This design comes from an exercise in tuning for small area on the open sky130 flow, not from production work. Function was checked by simulation only, so behaviour that the tests miss may differ from the original.

$ cat design/flow/config.mk
export PLATFORM = sky130hd
export DESIGN_NAME = rgb2ycrcb
export DESIGN_NICKNAME = rgb2ycrcb
export VERILOG_FILES = /design/flow/design.v
export SDC_FILE = /design/flow/constraint.sdc
export NUM_CORES = 4
export LEC_CHECK = 0
export CAP_MARGIN = 20
export CORE_MARGIN = 2
export CORE_UTILIZATION = 70
export GPL_TIMING_DRIVEN = 0
export SLEW_MARGIN = 20
export SYNTH_HIERARCHICAL = 1
export SYNTH_MINIMUM_KEEP_SIZE = 0
$ cat design/flow/constraint.sdc
create_clock -name core_clock -period 6.0 [get_ports {clk}]
set_input_delay 1.2000 -clock core_clock [delete_from_list [all_inputs] [get_ports {clk}]]
set_output_delay 1.2000 -clock core_clock [all_outputs]
set_load 0.01 [all_outputs]
$ cat design/flow/design.v
`timescale 1ns/10ps
module rgb2ycrcb(clk, rst, r, g, b, y, cr, cb);
	input        clk;
	input        rst;
	input  [9:0] r, g, b;
	output reg [9:0] y, cr, cb;
	reg [31:0] pa;
	reg [33:0] pb;
	reg rst1, rst2;
	wire kill = rst | rst1 | rst2;
	wire x1;
	gxn ux1 (.a(r[0]), .b(g[0]), .y(x1));
	wire c2;
	assign c2 = (r[0] | ~g[0]);
	wire i3;
	assign i3 = ~g[1];
	wire s4;
	wire c5;
	fa us4 (.a(r[1]), .b(i3), .c(c2), .s(s4), .co(c5));
	wire i6;
	assign i6 = ~g[2];
	wire s7;
	wire c8;
	fa us7 (.a(r[2]), .b(i6), .c(c5), .s(s7), .co(c8));
	wire i9;
	assign i9 = ~g[3];
	wire s10;
	wire c11;
	fa us10 (.a(r[3]), .b(i9), .c(c8), .s(s10), .co(c11));
	wire i12;
	assign i12 = ~g[4];
	wire s13;
	wire c14;
	fa us13 (.a(r[4]), .b(i12), .c(c11), .s(s13), .co(c14));
	wire i15;
	assign i15 = ~g[5];
	wire s16;
	wire c17;
	fa us16 (.a(r[5]), .b(i15), .c(c14), .s(s16), .co(c17));
	wire i18;
	assign i18 = ~g[6];
	wire s19;
	wire c20;
	fa us19 (.a(r[6]), .b(i18), .c(c17), .s(s19), .co(c20));
	wire i21;
	assign i21 = ~g[7];
	wire s22;
	wire c23;
	fa us22 (.a(r[7]), .b(i21), .c(c20), .s(s22), .co(c23));
	wire i24;
	assign i24 = ~g[8];
	wire s25;
	wire c26;
	fa us25 (.a(r[8]), .b(i24), .c(c23), .s(s25), .co(c26));
	wire i27;
	assign i27 = ~g[9];
	wire s28;
	wire c29;
	fa us28 (.a(r[9]), .b(i27), .c(c26), .s(s28), .co(c29));
	wire x30;
	gxn ux30 (.a(b[0]), .b(g[0]), .y(x30));
	wire c31;
	assign c31 = (b[0] & ~g[0]);
	wire s32;
	wire c33;
	fa us32 (.a(b[1]), .b(i3), .c(c31), .s(s32), .co(c33));
	wire s34;
	wire c35;
	fa us34 (.a(b[2]), .b(i6), .c(c33), .s(s34), .co(c35));
	wire s36;
	wire c37;
	fa us36 (.a(b[3]), .b(i9), .c(c35), .s(s36), .co(c37));
	wire s38;
	wire c39;
	fa us38 (.a(b[4]), .b(i12), .c(c37), .s(s38), .co(c39));
	wire s40;
	wire c41;
	fa us40 (.a(b[5]), .b(i15), .c(c39), .s(s40), .co(c41));
	wire s42;
	wire c43;
	fa us42 (.a(b[6]), .b(i18), .c(c41), .s(s42), .co(c43));
	wire s44;
	wire c45;
	fa us44 (.a(b[7]), .b(i21), .c(c43), .s(s44), .co(c45));
	wire s46;
	wire c47;
	fa us46 (.a(b[8]), .b(i24), .c(c45), .s(s46), .co(c47));
	wire s48;
	wire c49;
	fa us48 (.a(b[9]), .b(i27), .c(c47), .s(s48), .co(c49));
	wire c50;
	assign c50 = (pa[1] & pa[10]) | (pa[1] & pa[0]) | (pa[10] & pa[0]);
	wire x51;
	gx2 ux51 (.a(pa[11]), .b(pa[21]), .y(x51));
	wire c52;
	assign c52 = ~(pa[11] | pa[21]);
	wire c53;
	assign c53 = (pa[2] & x51) | (pa[2] & c50) | (x51 & c50);
	wire s54;
	wire c55;
	fa us54 (.a(pa[3]), .b(c52), .c(c53), .s(s54), .co(c55));
	wire i56;
	assign i56 = ~pa[12];
	wire i57;
	assign i57 = ~pa[22];
	wire c58;
	assign c58 = (i56 & i57) | (i56 & s54) | (i57 & s54);
	wire x59;
	gx2 ux59 (.a(pa[4]), .b(pa[21]), .y(x59));
	wire c60;
	assign c60 = (~pa[4] | ~pa[21]);
	wire s61;
	wire c62;
	fa us61 (.a(pa[10]), .b(pa[13]), .c(pa[23]), .s(s61), .co(c62));
	wire i63;
	assign i63 = ~s61;
	wire s64;
	wire c65;
	fa us64 (.a(x59), .b(i63), .c(c55), .s(s64), .co(c65));
	wire c66;
	assign c66 = (~c58 & ~s64);
	wire s67;
	wire c68;
	fa us67 (.a(pa[5]), .b(pa[11]), .c(pa[22]), .s(s67), .co(c68));
	wire s69;
	wire c70;
	fa us69 (.a(pa[14]), .b(pa[24]), .c(c60), .s(s69), .co(c70));
	wire s71;
	wire c72;
	fa us71 (.a(c62), .b(s69), .c(c66), .s(s71), .co(c72));
	wire i73;
	assign i73 = ~s71;
	wire c74;
	assign c74 = (s67 & c65) | (s67 & i73) | (c65 & i73);
	wire s75;
	wire c76;
	fa us75 (.a(pa[6]), .b(pa[10]), .c(pa[12]), .s(s75), .co(c76));
	wire s77;
	wire c78;
	fa us77 (.a(pa[23]), .b(c68), .c(s75), .s(s77), .co(c78));
	wire s79;
	wire c80;
	fa us79 (.a(pa[15]), .b(pa[25]), .c(c70), .s(s79), .co(c80));
	wire i81;
	assign i81 = ~s77;
	wire s82;
	wire c83;
	fa us82 (.a(i81), .b(s79), .c(c72), .s(s82), .co(c83));
	wire c84;
	assign c84 = (~c74 & s82);
	wire x85;
	gx2 ux85 (.a(pa[7]), .b(pa[13]), .y(x85));
	wire c86;
	assign c86 = (~pa[7] | ~pa[13]);
	wire s87;
	wire c88;
	fa us87 (.a(pa[11]), .b(pa[16]), .c(pa[21]), .s(s87), .co(c88));
	wire s89;
	wire c90;
	fa us89 (.a(pa[24]), .b(x85), .c(c76), .s(s89), .co(c90));
	wire s91;
	wire c92;
	fa us91 (.a(pa[26]), .b(s87), .c(c80), .s(s91), .co(c92));
	wire i93;
	assign i93 = ~s91;
	wire s94;
	wire c95;
	fa us94 (.a(s89), .b(c78), .c(i93), .s(s94), .co(c95));
	wire i96;
	assign i96 = ~s94;
	wire c97;
	assign c97 = (i96 & c83) | (i96 & c84) | (c83 & c84);
	wire s98;
	wire c99;
	fa us98 (.a(pa[8]), .b(pa[10]), .c(pa[14]), .s(s98), .co(c99));
	wire s100;
	wire c101;
	fa us100 (.a(pa[12]), .b(pa[17]), .c(pa[22]), .s(s100), .co(c101));
	wire s102;
	wire c103;
	fa us102 (.a(pa[27]), .b(c86), .c(c88), .s(s102), .co(c103));
	wire s104;
	wire c105;
	fa us104 (.a(pa[25]), .b(s98), .c(c90), .s(s104), .co(c105));
	wire s106;
	wire c107;
	fa us106 (.a(s100), .b(s102), .c(c92), .s(s106), .co(c107));
	wire i108;
	assign i108 = ~s106;
	wire s109;
	wire c110;
	fa us109 (.a(s104), .b(i108), .c(c95), .s(s109), .co(c110));
	wire c111;
	assign c111 = (~s109 & c97);
	wire s112;
	wire c113;
	fa us112 (.a(pa[9]), .b(pa[15]), .c(pa[26]), .s(s112), .co(c113));
	wire s114;
	wire c115;
	fa us114 (.a(pa[11]), .b(pa[13]), .c(pa[18]), .s(s114), .co(c115));
	wire s116;
	wire c117;
	fa us116 (.a(pa[23]), .b(pa[28]), .c(c101), .s(s116), .co(c117));
	wire s118;
	wire c119;
	fa us118 (.a(s114), .b(c103), .c(s116), .s(s118), .co(c119));
	wire s120;
	wire c121;
	fa us120 (.a(c99), .b(s112), .c(c105), .s(s120), .co(c121));
	wire i122;
	assign i122 = ~s120;
	wire s123;
	wire c124;
	fa us123 (.a(s118), .b(i122), .c(c107), .s(s123), .co(c124));
	wire i125;
	assign i125 = ~c110;
	wire c126;
	assign c126 = (s123 & i125) | (s123 & c111) | (i125 & c111);
	wire x127;
	gx2 ux127 (.a(pa[0]), .b(pa[12]), .y(x127));
	wire c128;
	assign c128 = ~(pa[0] | pa[12]);
	wire s129;
	wire c130;
	fa us129 (.a(pa[14]), .b(pa[19]), .c(pa[24]), .s(s129), .co(c130));
	wire s131;
	wire c132;
	fa us131 (.a(pa[16]), .b(pa[27]), .c(x127), .s(s131), .co(c132));
	wire s133;
	wire c134;
	fa us133 (.a(pa[29]), .b(c115), .c(s129), .s(s133), .co(c134));
	wire s135;
	wire c136;
	fa us135 (.a(c117), .b(s133), .c(c119), .s(s135), .co(c136));
	wire s137;
	wire c138;
	fa us137 (.a(c113), .b(s131), .c(c121), .s(s137), .co(c138));
	wire i139;
	assign i139 = ~s137;
	wire s140;
	wire c141;
	fa us140 (.a(s135), .b(i139), .c(c124), .s(s140), .co(c141));
	wire x142;
	gxn ux142 (.a(s140), .b(c126), .y(x142));
	wire c143;
	assign c143 = ~(s140 & c126);
	wire s144;
	wire c145;
	fa us144 (.a(pa[1]), .b(pa[13]), .c(pa[15]), .s(s144), .co(c145));
	wire s146;
	wire c147;
	fa us146 (.a(pa[20]), .b(pa[25]), .c(pa[30]), .s(s146), .co(c147));
	wire s148;
	wire c149;
	fa us148 (.a(pa[17]), .b(pa[28]), .c(c128), .s(s148), .co(c149));
	wire s150;
	wire c151;
	fa us150 (.a(c130), .b(s144), .c(s146), .s(s150), .co(c151));
	wire s152;
	wire c153;
	fa us152 (.a(c134), .b(s150), .c(c136), .s(s152), .co(c153));
	wire s154;
	wire c155;
	fa us154 (.a(s148), .b(c132), .c(c138), .s(s154), .co(c155));
	wire i156;
	assign i156 = ~s154;
	wire s157;
	wire c158;
	fa us157 (.a(s152), .b(i156), .c(c141), .s(s157), .co(c158));
	wire x159;
	gx2 ux159 (.a(s157), .b(c143), .y(x159));
	wire c160;
	assign c160 = (s157 & ~c143);
	wire s161;
	wire c162;
	fa us161 (.a(pa[2]), .b(c145), .c(c147), .s(s161), .co(c162));
	wire i163;
	assign i163 = ~c149;
	wire s164;
	wire c165;
	fa us164 (.a(i163), .b(s161), .c(c151), .s(s164), .co(c165));
	wire i166;
	assign i166 = ~c155;
	wire s167;
	wire c168;
	fa us167 (.a(s164), .b(c153), .c(i166), .s(s167), .co(c168));
	wire s169;
	wire c170;
	fa us169 (.a(s167), .b(c158), .c(c160), .s(s169), .co(c170));
	wire s171;
	wire c172;
	fa us171 (.a(pa[3]), .b(c162), .c(c165), .s(s171), .co(c172));
	wire s173;
	wire c174;
	fa us173 (.a(s171), .b(c168), .c(c170), .s(s173), .co(c174));
	wire s175;
	wire c176;
	fa us175 (.a(pa[4]), .b(c172), .c(c174), .s(s175), .co(c176));
	wire s177;
	wire c178;
	fa us177 (.a(pb[0]), .b(pb[1]), .c(pb[3]), .s(s177), .co(c178));
	wire s179;
	wire c180;
	fa us179 (.a(pb[5]), .b(pb[6]), .c(s177), .s(s179), .co(c180));
	wire i181;
	assign i181 = ~s179;
	wire s182;
	wire c183;
	fa us182 (.a(pb[2]), .b(pb[4]), .c(i181), .s(s182), .co(c183));
	wire x184;
	gx2 ux184 (.a(pb[7]), .b(pb[8]), .y(x184));
	wire c185;
	assign c185 = ~(pb[7] | pb[8]);
	wire s186;
	wire c187;
	fa us186 (.a(pb[9]), .b(pb[11]), .c(x184), .s(s186), .co(c187));
	wire s188;
	wire c189;
	fa us188 (.a(pb[10]), .b(pb[12]), .c(c178), .s(s188), .co(c189));
	wire i190;
	assign i190 = ~s186;
	wire s191;
	wire c192;
	fa us191 (.a(i190), .b(s188), .c(c180), .s(s191), .co(c192));
	wire x193;
	gx2 ux193 (.a(s191), .b(c183), .y(x193));
	wire c194;
	assign c194 = (s191 & ~c183);
	wire x195;
	gx2 ux195 (.a(pb[1]), .b(pb[2]), .y(x195));
	wire c196;
	assign c196 = ~(pb[1] | pb[2]);
	wire s197;
	wire c198;
	fa us197 (.a(pb[13]), .b(pb[5]), .c(c185), .s(s197), .co(c198));
	wire s199;
	wire c200;
	fa us199 (.a(x195), .b(s197), .c(c187), .s(s199), .co(c200));
	wire s201;
	wire c202;
	fa us201 (.a(pb[14]), .b(pb[15]), .c(c189), .s(s201), .co(c202));
	wire s203;
	wire c204;
	fa us203 (.a(s201), .b(c192), .c(c194), .s(s203), .co(c204));
	wire x205;
	gx2 ux205 (.a(s199), .b(s203), .y(x205));
	wire c206;
	assign c206 = (~s199 & s203);
	wire s207;
	wire c208;
	fa us207 (.a(pb[16]), .b(pb[8]), .c(pb[9]), .s(s207), .co(c208));
	wire s209;
	wire c210;
	fa us209 (.a(pb[4]), .b(pb[17]), .c(s207), .s(s209), .co(c210));
	wire s211;
	wire c212;
	fa us211 (.a(c196), .b(c198), .c(c200), .s(s211), .co(c212));
	wire s213;
	wire c214;
	fa us213 (.a(s209), .b(c202), .c(c204), .s(s213), .co(c214));
	wire i215;
	assign i215 = ~s211;
	wire s216;
	wire c217;
	fa us216 (.a(i215), .b(c206), .c(s213), .s(s216), .co(c217));
	wire s218;
	wire c219;
	fa us218 (.a(pb[18]), .b(pb[2]), .c(pb[13]), .s(s218), .co(c219));
	wire s220;
	wire c221;
	fa us220 (.a(pb[11]), .b(c208), .c(s218), .s(s220), .co(c221));
	wire s222;
	wire c223;
	fa us222 (.a(c210), .b(s220), .c(c214), .s(s222), .co(c223));
	wire i224;
	assign i224 = ~c212;
	wire s225;
	wire c226;
	fa us225 (.a(i224), .b(c217), .c(s222), .s(s225), .co(c226));
	wire s227;
	wire c228;
	fa us227 (.a(pb[19]), .b(pb[9]), .c(pb[5]), .s(s227), .co(c228));
	wire s229;
	wire c230;
	fa us229 (.a(c219), .b(s227), .c(c221), .s(s229), .co(c230));
	wire s231;
	wire c232;
	fa us231 (.a(s229), .b(c223), .c(c226), .s(s231), .co(c232));
	wire s233;
	wire c234;
	fa us233 (.a(pb[20]), .b(pb[13]), .c(c228), .s(s233), .co(c234));
	wire s235;
	wire c236;
	fa us235 (.a(s233), .b(c230), .c(c232), .s(s235), .co(c236));
	wire x237;
	gx2 ux237 (.a(pb[21]), .b(c234), .y(x237));
	wire x238;
	gx2 ux238 (.a(x237), .b(c236), .y(x238));
	wire c239;
	assign c239 = ~(~pa[21] & ~pa[22]);
	wire c240;
	assign c240 = (pa[22] & pa[23]) | (pa[22] & c239) | (pa[23] & c239);
	wire c241;
	assign c241 = (pa[23] & pa[24]) | (pa[23] & c240) | (pa[24] & c240);
	wire s242;
	wire c243;
	fa us242 (.a(pa[21]), .b(pa[24]), .c(pa[25]), .s(s242), .co(c243));
	wire c244;
	assign c244 = ~(~s242 & ~c241);
	wire s245;
	wire c246;
	fa us245 (.a(pa[22]), .b(pa[25]), .c(pa[26]), .s(s245), .co(c246));
	wire c247;
	assign c247 = (c243 & s245) | (c243 & c244) | (s245 & c244);
	wire s248;
	wire c249;
	fa us248 (.a(pa[21]), .b(pa[23]), .c(pa[26]), .s(s248), .co(c249));
	wire s250;
	wire c251;
	fa us250 (.a(pa[27]), .b(c246), .c(s248), .s(s250), .co(c251));
	wire c252;
	assign c252 = ~(~s250 & ~c247);
	wire s253;
	wire c254;
	fa us253 (.a(pa[22]), .b(pa[24]), .c(pa[27]), .s(s253), .co(c254));
	wire s255;
	wire c256;
	fa us255 (.a(pa[28]), .b(c249), .c(s253), .s(s255), .co(c256));
	wire c257;
	assign c257 = (c251 & s255) | (c251 & c252) | (s255 & c252);
	wire s258;
	wire c259;
	fa us258 (.a(pa[23]), .b(pa[25]), .c(pa[28]), .s(s258), .co(c259));
	wire s260;
	wire c261;
	fa us260 (.a(pa[29]), .b(c254), .c(s258), .s(s260), .co(c261));
	wire c262;
	assign c262 = (c256 & s260) | (c256 & c257) | (s260 & c257);
	wire s263;
	wire c264;
	fa us263 (.a(pa[10]), .b(pa[24]), .c(pa[26]), .s(s263), .co(c264));
	wire s265;
	wire c266;
	fa us265 (.a(pa[29]), .b(pa[30]), .c(c259), .s(s265), .co(c266));
	wire s267;
	wire c268;
	fa us267 (.a(s263), .b(s265), .c(c261), .s(s267), .co(c268));
	wire c269;
	assign c269 = ~(~s267 & ~c262);
	wire i270;
	assign i270 = ~pa[11];
	wire s271;
	wire c272;
	fa us271 (.a(i270), .b(c264), .c(c266), .s(s271), .co(c272));
	wire s273;
	wire c274;
	fa us273 (.a(s271), .b(c268), .c(c269), .s(s273), .co(c274));
	wire s275;
	wire c276;
	fa us275 (.a(i56), .b(c272), .c(c274), .s(s275), .co(c276));
	wire x277;
	gx2 ux277 (.a(pb[24]), .b(pb[10]), .y(x277));
	wire c278;
	assign c278 = ~(~pb[24] | ~pb[10]);
	wire s279;
	wire c280;
	fa us279 (.a(pb[11]), .b(pb[5]), .c(pb[25]), .s(s279), .co(c280));
	wire x281;
	gxn ux281 (.a(x277), .b(s279), .y(x281));
	wire c282;
	assign c282 = ~(~x277 & ~s279);
	wire s283;
	wire c284;
	fa us283 (.a(pb[3]), .b(pb[14]), .c(pb[5]), .s(s283), .co(c284));
	wire s285;
	wire c286;
	fa us285 (.a(pb[26]), .b(c280), .c(s283), .s(s285), .co(c286));
	wire s287;
	wire c288;
	fa us287 (.a(c278), .b(c282), .c(s285), .s(s287), .co(c288));
	wire x289;
	gx2 ux289 (.a(pb[10]), .b(pb[4]), .y(x289));
	wire c290;
	assign c290 = (~pb[10] | ~pb[4]);
	wire s291;
	wire c292;
	fa us291 (.a(pb[28]), .b(x289), .c(c284), .s(s291), .co(c292));
	wire i293;
	assign i293 = ~pb[27];
	wire s294;
	wire c295;
	fa us294 (.a(i293), .b(s291), .c(c286), .s(s294), .co(c295));
	wire x296;
	gxn ux296 (.a(s294), .b(c288), .y(x296));
	wire c297;
	assign c297 = (~s294 & ~c288);
	wire x298;
	gx2 ux298 (.a(pb[14]), .b(pb[11]), .y(x298));
	wire c299;
	assign c299 = (~pb[14] | ~pb[11]);
	wire s300;
	wire c301;
	fa us300 (.a(x298), .b(c292), .c(c295), .s(s300), .co(c301));
	wire s302;
	wire c303;
	fa us302 (.a(pb[0]), .b(c290), .c(c297), .s(s302), .co(c303));
	wire x304;
	gx2 ux304 (.a(s300), .b(s302), .y(x304));
	wire c305;
	assign c305 = (~s300 & s302);
	wire s306;
	wire c307;
	fa us306 (.a(pb[4]), .b(pb[5]), .c(c301), .s(s306), .co(c307));
	wire s308;
	wire c309;
	fa us308 (.a(pb[7]), .b(c299), .c(c303), .s(s308), .co(c309));
	wire i310;
	assign i310 = ~s306;
	wire s311;
	wire c312;
	fa us311 (.a(i310), .b(c305), .c(s308), .s(s311), .co(c312));
	wire x313;
	gxn ux313 (.a(pb[11]), .b(c307), .y(x313));
	wire c314;
	assign c314 = (~pb[11] | ~c307);
	wire s315;
	wire c316;
	fa us315 (.a(pb[1]), .b(c309), .c(c312), .s(s315), .co(c316));
	wire x317;
	gxn ux317 (.a(x313), .b(s315), .y(x317));
	wire c318;
	assign c318 = ~(x313 & s315);
	wire s319;
	wire c320;
	fa us319 (.a(pb[8]), .b(c314), .c(c316), .s(s319), .co(c320));
	wire i321;
	assign i321 = ~s319;
	wire s322;
	wire c323;
	fa us322 (.a(pb[5]), .b(c318), .c(i321), .s(s322), .co(c323));
	wire x324;
	gx2 ux324 (.a(pb[2]), .b(c320), .y(x324));
	wire c325;
	assign c325 = ~(pb[2] | c320);
	wire x326;
	gxn ux326 (.a(x324), .b(c323), .y(x326));
	wire c327;
	assign c327 = (~x324 & ~c323);
	wire x328;
	gx2 ux328 (.a(pb[9]), .b(c327), .y(x328));
	wire c329;
	assign c329 = ~(pb[9] | c327);
	wire x330;
	gxn ux330 (.a(c325), .b(x328), .y(x330));
	wire c331;
	assign c331 = (~c325 & ~x328);
	wire x332;
	gx2 ux332 (.a(pb[13]), .b(c329), .y(x332));
	wire x333;
	gxn ux333 (.a(x332), .b(c331), .y(x333));
	wire c334;
	assign c334 = ~(~pa[11] & pa[10]);
	wire c335;
	assign c335 = (pa[10] & pa[12]) | (pa[10] & c334) | (pa[12] & c334);
	wire c336;
	assign c336 = (i270 & pa[13]) | (i270 & c335) | (pa[13] & c335);
	wire x337;
	gx2 ux337 (.a(pa[10]), .b(pa[12]), .y(x337));
	wire c338;
	assign c338 = ~(pa[10] | pa[12]);
	wire c339;
	assign c339 = (pa[14] & x337) | (pa[14] & c336) | (x337 & c336);
	wire x340;
	gx2 ux340 (.a(pa[10]), .b(pa[13]), .y(x340));
	wire c341;
	assign c341 = ~(pa[10] | pa[13]);
	wire s342;
	wire c343;
	fa us342 (.a(pa[11]), .b(pa[15]), .c(c338), .s(s342), .co(c343));
	wire c344;
	assign c344 = (x340 & s342) | (x340 & c339) | (s342 & c339);
	wire s345;
	wire c346;
	fa us345 (.a(pa[11]), .b(pa[12]), .c(pa[16]), .s(s345), .co(c346));
	wire s347;
	wire c348;
	fa us347 (.a(c341), .b(s345), .c(c343), .s(s347), .co(c348));
	wire i349;
	assign i349 = ~pa[14];
	wire c350;
	assign c350 = (i349 & s347) | (i349 & c344) | (s347 & c344);
	wire x351;
	gx2 ux351 (.a(pa[10]), .b(pa[15]), .y(x351));
	wire c352;
	assign c352 = ~(pa[10] | pa[15]);
	wire s353;
	wire c354;
	fa us353 (.a(pa[12]), .b(pa[13]), .c(pa[17]), .s(s353), .co(c354));
	wire s355;
	wire c356;
	fa us355 (.a(x351), .b(c346), .c(s353), .s(s355), .co(c356));
	wire c357;
	assign c357 = (c348 & s355) | (c348 & c350) | (s355 & c350);
	wire s358;
	wire c359;
	fa us358 (.a(pa[11]), .b(pa[13]), .c(pa[14]), .s(s358), .co(c359));
	wire s360;
	wire c361;
	fa us360 (.a(pa[18]), .b(c352), .c(c354), .s(s360), .co(c361));
	wire s362;
	wire c363;
	fa us362 (.a(s358), .b(s360), .c(c356), .s(s362), .co(c363));
	wire i364;
	assign i364 = ~pa[16];
	wire c365;
	assign c365 = (i364 & s362) | (i364 & c357) | (s362 & c357);
	wire x366;
	gx2 ux366 (.a(pa[21]), .b(pa[17]), .y(x366));
	wire c367;
	assign c367 = ~(pa[21] | pa[17]);
	wire s368;
	wire c369;
	fa us368 (.a(pa[12]), .b(pa[14]), .c(pa[15]), .s(s368), .co(c369));
	wire s370;
	wire c371;
	fa us370 (.a(pa[19]), .b(x366), .c(c359), .s(s370), .co(c371));
	wire s372;
	wire c373;
	fa us372 (.a(s368), .b(c361), .c(s370), .s(s372), .co(c373));
	wire c374;
	assign c374 = (c363 & s372) | (c363 & c365) | (s372 & c365);
	wire x375;
	gx2 ux375 (.a(pa[22]), .b(pa[18]), .y(x375));
	wire c376;
	assign c376 = ~(pa[22] | pa[18]);
	wire s377;
	wire c378;
	fa us377 (.a(pa[13]), .b(pa[15]), .c(pa[16]), .s(s377), .co(c378));
	wire s379;
	wire c380;
	fa us379 (.a(pa[20]), .b(c367), .c(x375), .s(s379), .co(c380));
	wire s381;
	wire c382;
	fa us381 (.a(c369), .b(s377), .c(s379), .s(s381), .co(c382));
	wire s383;
	wire c384;
	fa us383 (.a(c371), .b(s381), .c(c373), .s(s383), .co(c384));
	wire x385;
	gxn ux385 (.a(s383), .b(c374), .y(x385));
	wire c386;
	assign c386 = (~s383 & ~c374);
	wire x387;
	gx2 ux387 (.a(pa[23]), .b(pa[19]), .y(x387));
	wire c388;
	assign c388 = ~(pa[23] | pa[19]);
	wire s389;
	wire c390;
	fa us389 (.a(pa[14]), .b(pa[16]), .c(pa[17]), .s(s389), .co(c390));
	wire s391;
	wire c392;
	fa us391 (.a(c376), .b(x387), .c(c378), .s(s391), .co(c392));
	wire s393;
	wire c394;
	fa us393 (.a(s389), .b(c380), .c(s391), .s(s393), .co(c394));
	wire s395;
	wire c396;
	fa us395 (.a(c382), .b(s393), .c(c384), .s(s395), .co(c396));
	wire x397;
	gx2 ux397 (.a(s395), .b(c386), .y(x397));
	wire c398;
	assign c398 = ~(~s395 & c386);
	wire i399;
	assign i399 = ~pa[24];
	wire s400;
	wire c401;
	fa us400 (.a(i399), .b(c388), .c(c390), .s(s400), .co(c401));
	wire s402;
	wire c403;
	fa us402 (.a(c392), .b(s400), .c(c394), .s(s402), .co(c403));
	wire s404;
	wire c405;
	fa us404 (.a(s402), .b(c396), .c(c398), .s(s404), .co(c405));
	wire s406;
	wire c407;
	fa us406 (.a(c401), .b(c403), .c(c405), .s(s406), .co(c407));
	wire s408;
	wire c409;
	fa us408 (.a(pb[7]), .b(pb[8]), .c(pb[2]), .s(s408), .co(c409));
	wire i410;
	assign i410 = ~pb[13];
	wire s411;
	wire c412;
	fa us411 (.a(i410), .b(pb[29]), .c(s408), .s(s411), .co(c412));
	wire x413;
	gx2 ux413 (.a(pb[1]), .b(pb[2]), .y(x413));
	wire c414;
	assign c414 = (~pb[1] | ~pb[2]);
	wire s415;
	wire c416;
	fa us415 (.a(pb[9]), .b(pb[30]), .c(x413), .s(s415), .co(c416));
	wire s417;
	wire c418;
	fa us417 (.a(c409), .b(s415), .c(c412), .s(s417), .co(c418));
	wire x419;
	gx2 ux419 (.a(pb[24]), .b(s417), .y(x419));
	wire c420;
	assign c420 = (pb[24] & ~s417);
	wire s421;
	wire c422;
	fa us421 (.a(pb[8]), .b(pb[9]), .c(pb[13]), .s(s421), .co(c422));
	wire s423;
	wire c424;
	fa us423 (.a(pb[31]), .b(s421), .c(c416), .s(s423), .co(c424));
	wire s425;
	wire c426;
	fa us425 (.a(pb[3]), .b(c414), .c(c420), .s(s425), .co(c426));
	wire i427;
	assign i427 = ~s425;
	wire s428;
	wire c429;
	fa us428 (.a(s423), .b(c418), .c(i427), .s(s428), .co(c429));
	wire s430;
	wire c431;
	fa us430 (.a(pb[2]), .b(pb[13]), .c(c422), .s(s430), .co(c431));
	wire s432;
	wire c433;
	fa us432 (.a(s430), .b(c424), .c(c429), .s(s432), .co(c433));
	wire i434;
	assign i434 = ~pb[10];
	wire i435;
	assign i435 = ~c426;
	wire s436;
	wire c437;
	fa us436 (.a(i434), .b(i435), .c(s432), .s(s436), .co(c437));
	wire x438;
	gx2 ux438 (.a(pb[9]), .b(c431), .y(x438));
	wire c439;
	assign c439 = (~pb[9] | ~c431);
	wire i440;
	assign i440 = ~pb[14];
	wire s441;
	wire c442;
	fa us441 (.a(i440), .b(x438), .c(c433), .s(s441), .co(c442));
	wire x443;
	gxn ux443 (.a(s441), .b(c437), .y(x443));
	wire c444;
	assign c444 = (~s441 & ~c437);
	wire s445;
	wire c446;
	fa us445 (.a(pb[4]), .b(c439), .c(c444), .s(s445), .co(c446));
	wire i447;
	assign i447 = ~s445;
	wire s448;
	wire c449;
	fa us448 (.a(pb[13]), .b(c442), .c(i447), .s(s448), .co(c449));
	wire x450;
	gx2 ux450 (.a(pb[11]), .b(c446), .y(x450));
	wire c451;
	assign c451 = ~(pb[11] | c446);
	wire x452;
	gxn ux452 (.a(x450), .b(c449), .y(x452));
	wire c453;
	assign c453 = (~x450 & ~c449);
	wire x454;
	gx2 ux454 (.a(pb[5]), .b(c451), .y(x454));
	wire x455;
	gxn ux455 (.a(x454), .b(c453), .y(x455));
	wire [9:0] yn = {~x238, s235, s231, s225, s216, ~x205, ~x193, ~s182, ~pb[23], ~pb[22]};
	wire [9:0] crn = {x333, ~x330, ~x326, ~s322, ~x317, s311, ~x304, ~x296, ~s287, ~x281};
	wire [9:0] cbn = {x455, ~x452, ~s448, ~x443, ~s436, ~s428, ~x419, ~s411, ~pb[33], ~pb[32]};
	always @(posedge clk) begin
		rst1 <= rst;
		rst2 <= rst1;
		pa <= {c49, s48, s46, s44, s42, s40, s38, s36, s34, s32, x30, c29, s28, s25, s22, s19, s16, s13, s10, s7, s4, x1, g[9], g[8], g[7], g[6], g[5], g[4], g[3], g[2], g[1], g[0]};
		pb <= {x397, x385, c407, s406, s404, c276, pa[13], s275, s273, pa[25], x159, x142, pa[9], pa[8], pa[7], pa[6], c176, pa[5], s175, pa[28], pa[20], s173, pa[30], pa[27], pa[19], pa[17], pa[15], s169, pa[31], pa[29], pa[26], pa[18], pa[16], pa[14]};
		y  <= yn & {10{~kill}};
		cr <= {1'b0, crn[8:0] & {9{~(kill | crn[9])}}};
		cb <= {1'b0, cbn[8:0] & {9{~(kill | cbn[9])}}};
	end
endmodule
module fa(a, b, c, s, co);
	input a, b, c;
	output s, co;
	assign s = a ^ b ^ c;
	assign co = (a & b) | (a & c) | (b & c);
endmodule
module ha(a, b, s, co);
	input a, b;
	output s, co;
	assign s = a ^ b;
	assign co = a & b;
endmodule
module gx2(a, b, y);
	input a, b;
	output y;
	assign y = a ^ b;
endmodule
module gxn(a, b, y);
	input a, b;
	output y;
	assign y = ~(a ^ b);
endmodule
$ cat design/flow/flow/run.sh
#!/bin/bash
# Standard ORFS layout with two changes: small port buffers, and a clock tree of small
# buffers without dummy loads.
set -euo pipefail
bash standard.sh \
  "BUFFER_PORTS_ARGS=-buffer_cell sky130_fd_sc_hd__buf_1" \
  "CTS_ARGS=-sink_clustering_enable -repair_clock_nets -buf_list sky130_fd_sc_hd__clkbuf_8 -dont_use_dummy_load" \
  finish > make_finish.log 2>&1
$ cat design/flow/standard.sh
#!/bin/bash
# synth_recipe.tcl (not shown) runs the flow's synth.tcl, then flattens the netlist and writes it again
# the make line also repeats each setting of config.mk as NAME=value (left out here)
make -C /OpenROAD-flow-scripts/flow DESIGN_CONFIG=/design/flow/config.mk WORK_HOME=/design/flow/orfs CLKGATE_MAP_FILE= SYNTH_SCRIPT=/design/flow/synth_recipe.tcl "${@:-finish}"
==> run notes, run 1 <==
largest driver fanout on the critical path=10; sequential area share after synthesis=between 30% and 40%; Iter 0 DRT Violations=~120; Placer Congestion=about 0.89; Final Hold Viols=0; Post-synth EDFFs=0; Critical Path Most Common Cell=fa_1; crit path time final=around 5.7 ns; GRT Total Usage=24.5%; Mapped Avg Cell Area=13.7 um^2; layout net count=approximately 700; area delta synth->final=7.95%; number of clock buffers inserted by TritonCTS=9; Row Count=34; core area=approximately 8600 um^2; async set or reset register ratio after synthesis=0%; setup total negative slack=0 ns; Clock Latency Late Sink=between 0.3 and 0.4 ns; relative max-transition margin=between 40% and 50%; root buf cell=clkbuf_8; max-slew violation total from the final report=0; fin worst setup slack=between 0.2 and 0.3 ns; initial standard-cell utilization of the core=a little under three quarters; highest cell delay on the worst timing path=about 0.54 ns; cell area after layout=approximately 6600 um^2; Req. time, crit path=6.20 ns; antenna violations before repair=0; vias in the first global route=~3700; global-route wire length before repair=between 15000 and 20000 um; final worst hold slack=between 0.3 and 0.4 ns; number of vias per cell=between 5 and 6; outcome=finished clean; final antenna-violating net count=0; Reg clk slew, reported paths=roughly 0.10 ns; master of the slowest instance on the critical path=fa_1; Worst Max-Slew Pin Slew=about 0.8 ns; remaining design rule violation count=0; gate count of the mapped netlist=~450; number of antenna diodes=0; setup repair after global routing missed its margin=false; wire length per cell=roughly 17 um; HPWL after detailed placement=roughly 8900 um; pre-CTS WS=around 0.0049 ns; largest cells by area after synthesis=fa_1, dfxtp_1, xor2_1, nor2_1, inv_1; total die area=~9500 um^2; Critical path buffers and inverters=3; final setup skew=0.0364 ns; number of buffers between clock root and the deepest sink=2; Largest delay share family, worst path=adder cells; number of top-level pins=between 60 and 70; fraction of layout instances using a drive strength above 1=3.89%; Hold WC Path Type=flop to flop; primary flip-flop cell chosen by synthesis mapping=dfxtp_1; kind of start point of the critical path=flop; cell type with the highest aggregate area in the netlist=fa_1; final setup fails=0; Distinct cells, synth=32; Via Count=about 3300; share of the clock period used by the worst path after layout=approximately 95%; # Max-Cap Violations=0; Synth Cell Area=6120 um^2; number of cells after detailed placement=~600; final wirelength=just over 10000 um; synth warn=7; element type at the critical path end=flop; DIE HEIGHT=between 90 and 100 um; filler cell count in the final layout=564; Port Buffer Count=between 50 and 60; largest net degree at the start of global routing=19; area share of the largest cell type after synthesis=50.1%; clk sink count=96; peak clock frequency supported by timing=approximately 170 MHz; final cell utilization of the core=around 77%; die extent in x=between 90 and 100 um; first-pass iteration count of the detailed router=4; final non-filler cell total=about 620; TritonCTS clock tree=done; Max H-tree Level=3; startpoint-to-endpoint class of the critical path=flop to flop; signal arrival time at the worst endpoint=between 5 and 6 ns; critical-path cell list=fa_1 > fa_1 > fa_1 > nor2b_1 > fa_1 > inv_1 > fa_1 > fa_1 > fa_1 > nor2_1 > fa_1 > inv_1 > fa_1 > nor2_1 > xnor2_1 > nand2b_1 > clkbuf_1 > nor2_1; #FFs+latches synth=96; Post-Place Cell Area=~6500 um^2; GRT overflow=0
[modules after synthesis (local to each module, per instance)]
module     area [um^2]  times used  cells inside
rgb2ycrcb         2670           1           249
fa                20.0         153             1
gx2               8.76          30             1
gxn               8.76          14             1
[worst register-to-register path, cell delays in order, from the launching register on]
cell and delay [ns]:
dfxtp_2 0.53, fa_1 0.51, fa_1 0.39, fa_1 0.54
nor2b_1 0.07, fa_1 0.47, inv_1 0.05, fa_1 0.38
fa_1 0.39, fa_1 0.53, nor2_1 0.06, fa_1 0.47
inv_1 0.05, fa_1 0.39, nor2_1 0.14, xnor2_1 0.12
nand2b_1 0.11, clkbuf_1 0.30, nor2_1 0.09
[per-layer routing]
metal  share of wire (%)  wire (um)  track usage, %
met3                 4.1        426            4.39
met1                  41       4250            32.0
met4                 2.7        284            8.44
met5                   0          0               0
met2                  52       5380            42.0
[cell usage after synthesis (all sizes together), types with 4 or more instances]
library cell	n
and2	6
nor3	6
a21oi	4
dfxtp	96
nor2	45
fa	153
xor2	30
xnor2	14
nor2b	5
inv	40
nand2	11
nand2b	5
maj3	5
[state kept, by name (all words and copies together) (netlist names)]
name / flops
pa: 32
cb: 9
cr: 9
pb: 34
rst2: 1
rst1: 1
y: 10
[area by class of cell]
type | count | area [um^2] | share of cell area, %
plain buffers | 4 | 22.5 | 0.341
clock buffers | 9 | 124 | 1.88
inverters | 40 | 150 | 2.27
multi-input cells | 306 | 4020 | 60.9
flip-flops and latches | 96 | 1930 | 29.2
well taps | 108 | 135 | 2.05
repair buffers | 59 | 221 | 3.35
[cell usage in the layout (no fill, tap or decap), types with 2 or more instances in the layout]
| master | Yosys | routed |
|---|---|---|
| o21ai_0 | 3 | 3 |
| dfxtp_2 | 0 | 2 |
| a21oi_1 | 4 | 4 |
| or2_2 | 2 | 2 |
| nand2_1 | 11 | 11 |
| and3_1 | 2 | 2 |
| clkbuf_8 | 0 | 9 |
| xnor2_1 | 14 | 14 |
| fa_1 | 153 | 153 |
| nor2_1 | 45 | 45 |
| xor2_1 | 30 | 30 |
| buf_1 | 0 | 59 |
| nor2b_1 | 5 | 5 |
| nor3_1 | 6 | 6 |
| buf_4 | 2 | 2 |
| a21o_1 | 2 | 2 |
| inv_1 | 40 | 40 |
| conb_1 | 1 | 2 |
| nand2b_1 | 5 | 5 |
| and2_1 | 6 | 6 |
| maj3_2 | 2 | 2 |
| dfxtp_1 | 96 | 93 |
| clkbuf_1 | 3 | 2 |
| maj3_1 | 3 | 3 |
[cell families (layout without fill, tap and decap cells)]
group,after synthesis,after routing,synth area share (%)
AND/OR/NAND/NOR,83,83,6.07
adder cells (fa/ha/maj),158,158,50.9
XOR/XNOR,44,44,6.30
buffers and inverters,45,112,2.88
flip-flops,96,96,31.4
other,1,2,0.0613
AO/OA/AOI/OAI,19,19,2.35
[what timing repair did]
action / 4_1_cts / 5_1_grt
setup buffers: 0 / 0
hold buffers: 0 / 0
endpoints found under the setup margin: 10 / 18
resized for setup: 2 / 2
[final timing paths]
kind         startpoint     to  slack [ns]  cells after the start
min reg2reg      pa[31]  pb[5]        0.33                      0
min              pa[31]  pb[5]        0.33                      0
max               pb[2]  cb[6]        0.28                     18
max reg2reg       pb[2]  cb[6]        0.28                     18
==> run 2, diff against run 1 <==
--- a/design/flow/config.mk
+++ b/design/flow/config.mk
@@ -10,3 +10,2 @@
 export CORE_UTILIZATION = 70
-export GPL_TIMING_DRIVEN = 0
 export SLEW_MARGIN = 20
==> run notes, run 2 <==
total of hold buffers inserted after clock tree synthesis=0; outcome=finished clean; area share of the largest cell type after synthesis=between 50% and 60%; Clock Latency Late Sink=around 0.37 ns; async set or reset register ratio after synthesis=0%; Port Buffer Count=59; fin worst setup slack=around 0.36 ns; gate count of the mapped netlist=between 400 and 500; root buf cell=clkbuf_8; remaining design rule violation count=0; number of top-level pins=between 60 and 70; Hold WC Path Type=flop to flop; final cell utilization of the core=between 70 and 80%; layout net count=708; GRT overflow=0; startpoint-to-endpoint class of the critical path=flop to flop; largest net degree at the start of global routing=19; number of clock buffers inserted by TritonCTS=9; vias in the first global route=3795; source of the worst register-to-register timing path=pb[8]; sequential area share after synthesis=approximately a third; final setup skew=0.0376 ns; Most flops, register=pb; # Max-Cap Violations=0; commonest cells after routing, fill and taps aside=fa_1, dfxtp_1, buf_1; synth warn=7; DIE HEIGHT=approximately 100 um; wire length per cell=between 15 and 20 um; CP Launch Point=pb[8]; filler cell count in the final layout=579; final worst hold slack=0.371 ns; area delta synth->final=8.83%; Synth Cell Area=6120 um^2; largest cells by area after synthesis=fa_1, dfxtp_1, xor2_1, nor2_1, inv_1; primary flip-flop cell chosen by synthesis mapping=dfxtp_1; peak clock frequency supported by timing=between 150 and 200 MHz; registers with the most flip-flops=pb: 34 flops, pa: 32 flops, y: 10 flops; Post-synth EDFFs=0; relative max-transition margin=between 40% and 50%; largest driver fanout on the critical path=9; leading cell types by count after synthesis=fa_1, dfxtp_1, nor2_1; cell area after layout=around 6700 um^2; Mapped Avg Cell Area=13.7 um^2; cell type with the highest aggregate area in the netlist=fa_1; final non-filler cell total=roughly 630; most numerous cell in the Yosys netlist=fa_1; antenna violations before repair=0; final setup fails=0; core area=8590 um^2; Worst Max-Slew Pin Slew=slightly below 0.8 ns; Placer Congestion=between 0.9 and 1; setup total negative slack=0 ns; initial standard-cell utilization of the core=71.2%; number of buffers between clock root and the deepest sink=2; Req. time, crit path=6.23 ns; kind of start point of the critical path=flop; TritonCTS clock tree=done; number of cells after detailed placement=620; setup repair after global routing missed its margin=false; Reg clk slew, reported paths=around 0.090 ns; Row Count=34; total die area=~9500 um^2; clk sink count=96; number of vias per cell=about 5.4; post-CTS repair timing setup buffer count=0; share of the clock period used by the worst path after layout=between 90 and 100%; crit path time final=about 5.6 ns; global-route wire length before repair=18000 um; Post-Place Cell Area=about 6500 um^2; HPWL after detailed placement=about 9400 um; GRT Total Usage=roughly 26%; Max H-tree Level=3; first-pass iteration count of the detailed router=4; Via Count=around 3400; final antenna-violating net count=0; max-slew violation total from the final report=0; die extent in x=a little under 100 um; max FFs per register=34; startpoint of the tightest hold check path=rst1; #FFs+latches synth=96; PostCTS Resize Cnt=0; final wirelength=between 10000 and 15000 um; signal arrival time at the worst endpoint=just under 6 ns; pre-CTS WS=0.334 ns; leading cell type in the layout, fill and taps excluded=fa_1; element type at the critical path end=flop; Final Hold Viols=0; fraction of layout instances using a drive strength above 1=4.99%; number of antenna diodes=0; Iter 0 DRT Violations=166; Distinct cells, synth=32
-- run 2: worst max-delay path, cell delays in order, from the launching register on --
cell and delay, ns:
dfxtp_1 0.56, fa_1 0.50, fa_1 0.40, fa_1 0.53
nor2b_1 0.07, fa_1 0.48, inv_1 0.06, fa_1 0.38
fa_1 0.39, fa_1 0.52, nor2_1 0.06, fa_1 0.48
inv_1 0.05, fa_1 0.39, nor2_1 0.15, xnor2_1 0.13
nand2b_1 0.31, nor2_1 0.07
-- run 2: Yosys stat by module, one instance, submodules excluded --
module	copies in the design	cells inside	cell area (um^2)
rgb2ycrcb	1	249	2670
fa	153	1	20.0
gx2	30	1	8.76
gxn	14	1	8.76
-- run 2: layout make-up --
class	instances	area [um^2]	share of cell area (%)
Multi-Input combinational cell	306	4020	60.4
Timing Repair Buffer	70	304	4.57
Clock buffer	9	124	1.86
Tap cell	108	135	2.03
Sequential cell	96	1920	28.9
Inverter	40	150	2.25
-- run 2: logic make-up after synthesis --
group / count (synthesis) / share of synthesized area (%)
adder cells (fa/ha/maj): 158 / 50.9
buffers and inverters: 45 / 2.88
AO/OA/AOI/OAI: 19 / 2.35
XOR/XNOR: 44 / 6.30
flip-flops: 96 / 31.4
AND/OR/NAND/NOR: 83 / 6.07
other: 1 / 0.0613
-- run 2: worst paths after layout --
check	cells past startpoint	slack, ns	to
worst max-delay path	17	0.36	cb[6]
worst min-delay path	0	0.37	rst2
worst max register to register	17	0.36	cb[6]
worst min register to register	0	0.37	rst2
-- run 2: routing by layer --
metal / part of all wire (%) / global-route usage (%)
met5: 0 / 0
met1: 39 / 31.6
met2: 52 / 43.7
met4: 4.9 / 15.1
met3: 4.3 / 3.45
==> run 3, diff against run 2 <==
--- a/design/flow/config.mk
+++ b/design/flow/config.mk
@@ -9,3 +9,4 @@
 export CORE_MARGIN = 2
-export CORE_UTILIZATION = 70
+export CORE_UTILIZATION = 82
+export GPL_TIMING_DRIVEN = 0
 export SLEW_MARGIN = 20
==> run notes, run 3 <==
setup repair after global routing missed its margin=false; total die area=~8000 um^2; #FFs+latches synth=96; relative max-transition margin=~37%; Synth Cell Area=slightly above 6000 um^2; path depth of the worst reg2reg path=17; commonest cells after routing, fill and taps aside=fa_1, dfxtp_1, buf_1; max FFs per register=34; async set or reset register ratio after synthesis=0%; outcome=finished clean; Reg clk slew, reported paths=around 0.1 ns; Worst Max-Slew Pin Slew=0.943 ns; HPWL after detailed placement=~12000 um; core area=7250 um^2; most numerous cell in the Yosys netlist=fa_1; Post-synth EDFFs=0; Most flops, register=pb; wire length per cell=between 20 and 25 um; die extent in x=between 90 and 100 um; fin worst setup slack=about 0.24 ns; fraction of layout instances using a drive strength above 1=under 10%; crit path time final=about 5.8 ns; clk sink count=96; final setup skew=~0.03 ns; GRT overflow=0; cell type with the highest aggregate area in the netlist=fa_1; gate count of the mapped netlist=around 450; max-slew violation total from the final report=0; largest net degree at the start of global routing=20; final non-filler cell total=612; area delta synth->final=7.85%; final wirelength=roughly 15000 um; startpoint-to-endpoint class of the critical path=flop to flop; number of antenna diodes=0; Row Count=31; # Max-Cap Violations=0; number of buffers between clock root and the deepest sink=2; largest cells by area after synthesis=fa_1, dfxtp_1, xor2_1, nor2_1, inv_1; minimum setup slack among reg-to-reg paths=roughly 0.24 ns; pre-CTS WS=-0.249 ns; DIE HEIGHT=approximately 90 um; cell area after layout=between 6000 and 7000 um^2; Hold Crit Depth=0; final setup fails=0; Via Count=between 3000 and 4000; reg-to-reg critical path endpoint=cr[2]; number of top-level pins=62; number of cells after detailed placement=605; peak clock frequency supported by timing=between 150 and 200 MHz; global-route wire length before repair=between 20000 and 25000 um; Hold EP=pb[5]; Post-Place Cell Area=6470 um^2; share of the clock period used by the worst path after layout=between 90 and 100%; element type at the critical path end=flop; signal arrival time at the worst endpoint=6.04 ns; startpoint of the tightest hold check path=pa[31]; number of vias per cell=6.15; Port Buffer Count=59; filler cell count in the final layout=approximately 250; Register Area=just under 2000 um^2; Max H-tree Level=3; area share of the largest cell type after synthesis=about 50%; Req. time, crit path=roughly 6.3 ns; final cell utilization of the core=between 90% and 100%; Distinct cells, synth=32; Clock Latency Late Sink=between 0.3 and 0.4 ns; largest driver fanout on the critical path=9; vias in the first global route=~4600; GRT Total Usage=39.3%; registers with the most flip-flops=pb: 34 flops, pa: 32 flops, y: 10 flops; sequential area share after synthesis=between 30% and 40%; initial standard-cell utilization of the core=~84%; area of the multi-input gates=~4000 um^2; antenna violations before repair=0; final worst hold slack=around 0.33 ns; source of the worst register-to-register timing path=pb[11]; layout net count=700; setup total negative slack=0 ns; remaining design rule violation count=0; root buf cell=clkbuf_8; number of clock buffers inserted by TritonCTS=9; Iter 0 DRT Violations=approximately 290; Mapped Avg Cell Area=13.7 um^2; Final Hold Viols=0; first-pass iteration count of the detailed router=5; leading cell type in the layout, fill and taps excluded=fa_1; TritonCTS clock tree=done; leading cell types by count after synthesis=fa_1, dfxtp_1, nor2_1; primary flip-flop cell chosen by synthesis mapping=dfxtp_1; Placer Congestion=between 0.9 and 1; synth warn=7; Hold WC Path Type=flop to flop; final antenna-violating net count=0; kind of start point of the critical path=flop
==> run 3: cell counts after synthesis <==
No cell type changed its count.
==> run 3: metal layers <==
layer	track usage [%]	wire, um
met5	0	0
met4	26.8	1170
met3	9.18	1210
met2	68.0	7690
met1	43.2	4490
==> run 3: repair_timing <==
action                     4_1_cts  5_1_grt
setup endpoints to repair       18       18
hold buffers                     0        0
resized for setup                2        7
setup buffers                    0        0
==> run 3: cell type report <==
cell class              count  area share, %
plain buffers               3          0.284
clock buffers               9           1.88
inverters                  40           2.28
multi-input cells         306           61.0
flip-flops and latches     96           29.3
well taps                  99           1.88
repair buffers             59           3.36
==> run 3: worst max-delay path by stage <==
stage	start	end	slack (ns)	depth (start not counted)
detailed placement	pb[5]	cr[4]	-0.25	18
CTS	pb[8]	cb[2]	0.04	18
global route	pb[5]	cr[4]	0.02	17
finish	pb[11]	cr[2]	0.24	17
floorplan	pb[5]	cr[0]	0.39	18
global placement	pb[5]	cr[0]	0.1	18
==> run 3: cell families after synthesis <==
group | after synthesis | synth area share (%)
xor gates and xnor gates | 44 | 6.30
adders and majority gates | 158 | 50.9
DFF | 96 | 31.4
buffers and inverters | 45 | 2.88
and+or+nand+nor | 83 | 6.07
AOI/OAI and AO/OA | 19 | 2.35
other | 1 | 0.0613
==> run 3: per-module statistics from Yosys, one instance, submodules excluded <==
| module | flops+latches | copies in the design | cells |
|---|---|---|---|
| gxn | 0 | 14 | 1 |
| fa | 0 | 153 | 1 |
| rgb2ycrcb | 96 | 1 | 249 |
| gx2 | 0 | 30 | 1 |
==> run 3: critical path, cell delays in order, from the launching register on <==
cell	delay, ns
dfxtp_2	0.42
fa_1	0.51
fa_1	0.43
fa_1	0.53
nor2_1	0.07
fa_1	0.38
fa_1	0.48
fa_1	0.40
fa_1	0.40
fa_1	0.50
inv_1	0.05
fa_1	0.40
nor2_1	0.20
xor2_1	0.24
nor2_1	0.10
xnor2_1	0.13
nand2b_2	0.26
nor2_1	0.16
==> run 4, diff against run 3 <==
--- a/design/flow/config.mk
+++ b/design/flow/config.mk
@@ -9,3 +9,3 @@
 export CORE_MARGIN = 2
-export CORE_UTILIZATION = 82
+export CORE_UTILIZATION = 75
 export GPL_TIMING_DRIVEN = 0
==> run notes, run 4 <==
primary flip-flop cell chosen by synthesis mapping=dfxtp_1; global-route wire length before repair=~19000 um; number of buffers between clock root and the deepest sink=2; startpoint-to-endpoint class of the critical path=flop to flop; signal arrival time at the worst endpoint=around 6 ns; cell area after layout=between 6000 and 7000 um^2; Post-Place Cell Area=6470 um^2; initial standard-cell utilization of the core=78.4%; most numerous cell in the Yosys netlist=fa_1; wire length per cell=about 19 um; synth warn=7; Via Count=between 3000 and 4000; filler cell count in the final layout=around 380; final setup skew=around 0.037 ns; #FFs+latches synth=between 90 and 100; number of clock buffers inserted by TritonCTS=9; number of cells after detailed placement=608; Synth Cell Area=slightly above 6000 um^2; clk sink count=between 90 and 100; fraction of layout instances using a drive strength above 1=under 10%; crit path time final=approximately 5.7 ns; root buf cell=clkbuf_8; post-CTS repair timing setup buffer count=0; largest driver fanout on the critical path=9; number of antenna diodes=0; async set or reset register ratio after synthesis=0%; largest net degree at the start of global routing=19; highest cell delay on the worst timing path=~0.53 ns; master of the slowest instance on the critical path=fa_1; Iter 0 DRT Violations=218; total die area=roughly 8900 um^2; Max H-tree Level=3; final antenna-violating net count=0; Most flops, register=pb; final wirelength=between 10000 and 15000 um; Req. time, crit path=between 6 and 7 ns; kind of start point of the critical path=flop; area share of the largest cell type after synthesis=about 50%; sequential area share after synthesis=about a third; GRT Total Usage=~30%; Row Count=32; Placer Congestion=0.894; largest cells by area after synthesis=fa_1, dfxtp_1, xor2_1, nor2_1, inv_1; gate count of the mapped netlist=between 400 and 500; registers with the most flip-flops=pb: 34 flops, pa: 32 flops, y: 10 flops; vias in the first global route=between 3000 and 4000; area delta synth->final=7.81%; HPWL after detailed placement=roughly 9500 um; final non-filler cell total=615; first-pass iteration count of the detailed router=4; core area=between 7000 and 8000 um^2; layout net count=700; peak clock frequency supported by timing=175 MHz; share of the clock period used by the worst path after layout=a little over nine tenths; Hold WC Path Type=flop to flop; Mapped Avg Cell Area=between 10 and 15 um^2; Reg clk slew, reported paths=roughly 0.10 ns; outcome=finished clean; final worst hold slack=about 0.33 ns; critical-path cell list=fa_1 > fa_1 > fa_1 > nor2b_1 > fa_1 > inv_1 > fa_1 > fa_1 > fa_1 > nor2_1 > fa_1 > inv_1 > fa_1 > nor2_1 > xnor2_1 > nand2b_1 > nor2_1; Critical Path Most Common Cell=fa_1; die extent in x=~94 um; remaining design rule violation count=0; DIE HEIGHT=between 90 and 100 um; max-slew violation total from the final report=0; Worst Max-Slew Pin Slew=about 0.84 ns; final setup fails=0; relative max-transition margin=a little over two fifths; cell type with the highest aggregate area in the netlist=fa_1; TritonCTS clock tree=done; Clock Latency Late Sink=approximately 0.37 ns; element type at the critical path end=flop; Final Hold Viols=0; Distinct cells, synth=32; GRT overflow=0; Port Buffer Count=59; number of vias per cell=5.56; Post-synth EDFFs=0; leading cell type in the layout, fill and taps excluded=fa_1; max FFs per register=34; leading cell types by count after synthesis=fa_1, dfxtp_1, nor2_1; number of top-level pins=62; antenna violations before repair=0; commonest cells after routing, fill and taps aside=fa_1, dfxtp_1, buf_1; # Max-Cap Violations=0; setup repair after global routing missed its margin=false
==> run 4: cell counts after synthesis <==
No cell type changed its count.
==> run 4: modules after synthesis (local to each module, per instance) <==
module	cell area [um^2]	cells	copies in the design
rgb2ycrcb	2670	249	1
gx2	8.76	1	30
gxn	8.76	1	14
fa	20.0	1	153
==> run 4: critical path, delay by kind of cell (launching register included) <==
| family | cells | cell delay (ns) |
|---|---|---|
| adder cells (fa/ha/maj) | 9 | 4.07 |
| AND/OR/NAND/NOR | 5 | 0.73 |
| flip-flops | 1 | 0.51 |
| XOR/XNOR | 1 | 0.15 |
| buffers and inverters | 2 | 0.10 |
==> run 4: worst paths after layout <==
kind / start / endpoint / slack, ns / cells after the start
max: pb[8] / cb[7] / 0.29 / 17
min: pa[31] / pb[5] / 0.33 / 0
max reg2reg: pb[8] / cb[7] / 0.29 / 17
min reg2reg: pa[31] / pb[5] / 0.33 / 0
==> run 4: repair_timing <==
item / 4_1_cts / 5_1_grt
setup endpoints to repair: 18 / 18
hold buffers: 0 / 0
resized for setup: 3 / 2
==> run 4: final cells by class <==
| type | count | area [um^2] | area share [%] |
|---|---|---|---|
| multi-input cells | 306 | 4030 | 61.0 |
| flip-flops and latches | 96 | 1930 | 29.2 |
| repair buffers | 59 | 221 | 3.36 |
| inverters | 40 | 150 | 2.28 |
| well taps | 102 | 128 | 1.93 |
| clock buffers | 9 | 124 | 1.88 |
| plain buffers | 3 | 18.8 | 0.285 |
==> run 4: metal layers <==
layer  vias up  track usage (%)  share of wire [%]  wire, um
li1       1487                -                  -         -
met1      1763             38.0                 37      4270
met2       136             51.8                 53      6170
met4         0             12.2                3.1       360
met5         -                0                  0         0
met3        34             6.90                6.4       744
==> run 4: through the flow <==
stage / utilization [%] / worst slack (ns) / setup TNS, ns
2_1_floorplan: - / 0.389 / 0
4_1_cts: 84.5 / 0.0820 / 0
6_report: 84.5 / 0.288 / 0
5_1_grt: 84.5 / 0.0118 / 0
3_5_place_dp: 82.9 / -0.0902 / -0.623
3_3_place_gp: 82.9 / 0.0774 / 0
==> run 4: kinds of logic (layout without fill, tap and decap cells) <==
group / after synthesis / in the layout / share of synthesized area (%)
fa+ha+maj: 158 / 158 / 50.9
flops: 96 / 96 / 31.4
simple gates: 83 / 83 / 6.07
buf+inv: 45 / 111 / 2.88
xor+xnor: 44 / 44 / 6.30
compound gates: 19 / 19 / 2.35
other cells: 1 / 2 / 0.0613
==> run 5, diff against run 4 <==
==> design/flow/flow/run.sh (replaced) <==
#!/bin/bash
# Standard ORFS layout with two changes: small port buffers, and a clock tree of small
# buffers without dummy loads.
set -euo pipefail
bash standard.sh \
  "BUFFER_PORTS_ARGS=-buffer_cell sky130_fd_sc_hd__buf_1" \
  "CTS_ARGS=-sink_clustering_enable -repair_clock_nets -root_buf sky130_fd_sc_hd__clkbuf_8 -buf_list sky130_fd_sc_hd__clkbuf_4 -sink_clustering_size 6 -sink_clustering_max_diameter 25 -sink_clustering_levels 1 -dont_use_dummy_load" \
  finish > make_finish.log 2>&1
==> run notes, run 5 <==
outcome=finished clean; remaining design rule violation count=0; primary flip-flop cell chosen by synthesis mapping=dfxtp_1; area share of the largest cell type after synthesis=50.1%; largest driver fanout on the critical path=9; fin worst setup slack=approximately 0.29 ns; sequential area share after synthesis=31.4%; relative max-transition margin=a little over two fifths; area of the multi-input gates=4030 um^2; number of vias per cell=roughly 5.6; async set or reset register ratio after synthesis=0%; Iter 0 DRT Violations=about 220; signal arrival time at the worst endpoint=slightly below 6 ns; fraction of layout instances using a drive strength above 1=about 4.1%; number of clock buffers inserted by TritonCTS=9; Most flops, register=pb; Clock Latency Late Sink=0.37 ns; root buf cell=clkbuf_8; registers with the most flip-flops=pb: 34 flops, pa: 32 flops, y: 10 flops; kind of start point of the critical path=flop; clk sink count=96; final antenna-violating net count=0; most numerous cell in the Yosys netlist=fa_1; Mapped Avg Cell Area=~14 um^2; share of the clock period used by the worst path after layout=~95%; layout net count=700; die extent in x=roughly 94 um; leading cell type in the layout, fill and taps excluded=fa_1; first-pass iteration count of the detailed router=4; pre-CTS WS=-0.0902 ns; cell type with the highest aggregate area in the netlist=fa_1; initial standard-cell utilization of the core=78.4%; Synth Cell Area=slightly above 6000 um^2; area delta synth->final=7.81%; Register Area=about 1900 um^2; Post-synth EDFFs=0; Port Buffer Count=59; #FFs+latches synth=96; final setup fails=0; Worst Max-Slew Pin Slew=approximately 0.84 ns; Final Hold Viols=0; final wirelength=about 12000 um; vias in the first global route=about 4000; Row Count=32; Req. time, crit path=just over 6 ns; core area=just under 8000 um^2; cell area after layout=around 6600 um^2; GRT Total Usage=~30%; number of antenna diodes=0; max FFs per register=34; element type at the critical path end=flop; Post-Place Cell Area=between 6000 and 7000 um^2; crit path time final=5.71 ns; Hold WC Path Type=flop to flop; minimum setup slack among reg-to-reg paths=0.29 ns; total of hold buffers inserted after clock tree synthesis=0; DIE HEIGHT=between 90 and 100 um; filler cell count in the final layout=between 300 and 400; startpoint-to-endpoint class of the critical path=flop to flop; synth warn=7; GRT overflow=0; largest net degree at the start of global routing=19; Distinct cells, synth=32; largest cells by area after synthesis=fa_1, dfxtp_1, xor2_1, nor2_1, inv_1; number of top-level pins=62; peak clock frequency supported by timing=175 MHz; final setup skew=0.0366 ns; Via Count=roughly 3400; post-CTS repair timing setup buffer count=0; # Max-Cap Violations=0; leading cell types by count after synthesis=fa_1, dfxtp_1, nor2_1; max-slew violation total from the final report=0; commonest cells after routing, fill and taps aside=fa_1, dfxtp_1, buf_1; antenna violations before repair=0; total die area=8900 um^2; global-route wire length before repair=around 19000 um; wire length per cell=about 19 um; TritonCTS clock tree=done; HPWL after detailed placement=9470 um; gate count of the mapped netlist=approximately 450; setup repair after global routing missed its margin=false; Reg clk slew, reported paths=roughly 0.10 ns; PostCTS Resize Cnt=3; Placer Congestion=about 0.89; number of buffers between clock root and the deepest sink=2; Max H-tree Level=3
## run 5: cell counts after synthesis
No cell type changed its count.
## run 5: cell type report
cell class | count | share of cell area [%]
sequential | 96 | 29.2
tap | 102 | 1.93
clock buffer | 9 | 1.88
multi-input combinational | 306 | 61.0
inverter | 40 | 2.28
timing repair buffer | 59 | 3.36
buffer | 3 | 0.285
## run 5: per-layer routing
| metal | wire (um) | vias up | share of wire [%] | track usage, % |
|---|---|---|---|---|
| li1 | - | 1487 | - | - |
| met1 | 4270 | 1763 | 37 | 38.0 |
| met3 | 744 | 34 | 6.4 | 6.90 |
| met4 | 360 | 0 | 3.1 | 12.2 |
| met5 | 0 | - | 0 | 0 |
| met2 | 6170 | 136 | 53 | 51.8 |
## run 5: kinds of logic (layout without fill, tap and decap cells)
kind of cell / after synthesis / count (layout) / share of synthesized area, %
fa+ha+maj: 158 / 158 / 50.9
xor+xnor: 44 / 44 / 6.30
compound gates: 19 / 19 / 2.35
buf+inv: 45 / 111 / 2.88
other cells: 1 / 2 / 0.0613
flops: 96 / 96 / 31.4
simple gates: 83 / 83 / 6.07
## run 5: per-stage QoR
step	setup TNS [ns]	hold WS [ns]	instances	utilization [%]
2_1_floorplan	0	0.310	447	-
3_3_place_gp	0	0.314	608	82.9
3_5_place_dp	-0.623	0.315	608	82.9
4_1_cts	0	0.335	617	84.5
5_1_grt	0	0.338	615	84.5
6_report	0	0.333	615	84.5
## run 5: Yosys stat by module (local to each module, per instance)
module	cells	flip-flops and latches
fa	1	0
gx2	1	0
gxn	1	0
rgb2ycrcb	249	96
## run 5: worst max-delay path: stages (launching register included)
cell and delay [ns]:
dfxtp_2 0.51, fa_1 0.49, fa_1 0.40, fa_1 0.53, nor2b_1 0.07, fa_1 0.49, inv_1 0.05, fa_1 0.37
fa_1 0.39, fa_1 0.53, nor2_1 0.07, fa_1 0.48, inv_1 0.05, fa_1 0.39, nor2_1 0.18, xnor2_1 0.15
nand2b_1 0.32, nor2_1 0.09
## run 5: final timing paths
kind / to / startpoint / cells past startpoint
setup reg to reg: cb[7] / pb[8] / 17
setup / recovery: cb[7] / pb[8] / 17
hold / removal: pb[5] / pa[31] / 0
hold reg to reg: pb[5] / pa[31] / 0

## separate check: timing with driven ports
How much do the figures lean on ideal ports? The routed layouts below were timed once more, with nothing changed but the port constraints. Step 1 (the two cells are an assumption about what drives the block):
set clk [get_ports {clk}]
set_driving_cell -lib_cell sky130_fd_sc_hd__clkbuf_16 $clk
set_driving_cell -lib_cell sky130_fd_sc_hd__buf_2 [delete_from_list [all_inputs] $clk]
Step 2 adds t to the input delays and takes it off the output delays; t is the mean of the earliest and latest rising clock arrival at the registers after step 1. Input paths then give back, and output paths get back, about the clock's delay inside the block. a / b / c = ideal ports / drivers / drivers and shift; a / b = the first two.
run	t (ns)	setup WS [ns]	worst setup path at the end	slew at the worst register clock pin (ns)	pins driven straight from the clock port
run 1	0.374	0.281 / 0.281 / 0.281	register to register	0.10 / 0.10	1
run 2	0.389	0.363 / 0.363 / 0.363	register to register	0.10 / 0.10	1
run 3	0.387	0.240 / 0.240 / 0.240	register to register	0.10 / 0.10	1
run 4	0.387	0.288 / 0.288 / 0.288	register to register	0.10 / 0.10	1
run 5	0.387	0.288 / 0.288 / 0.288	register to register	0.10 / 0.10	1
After both steps every run listed still meets setup and hold.
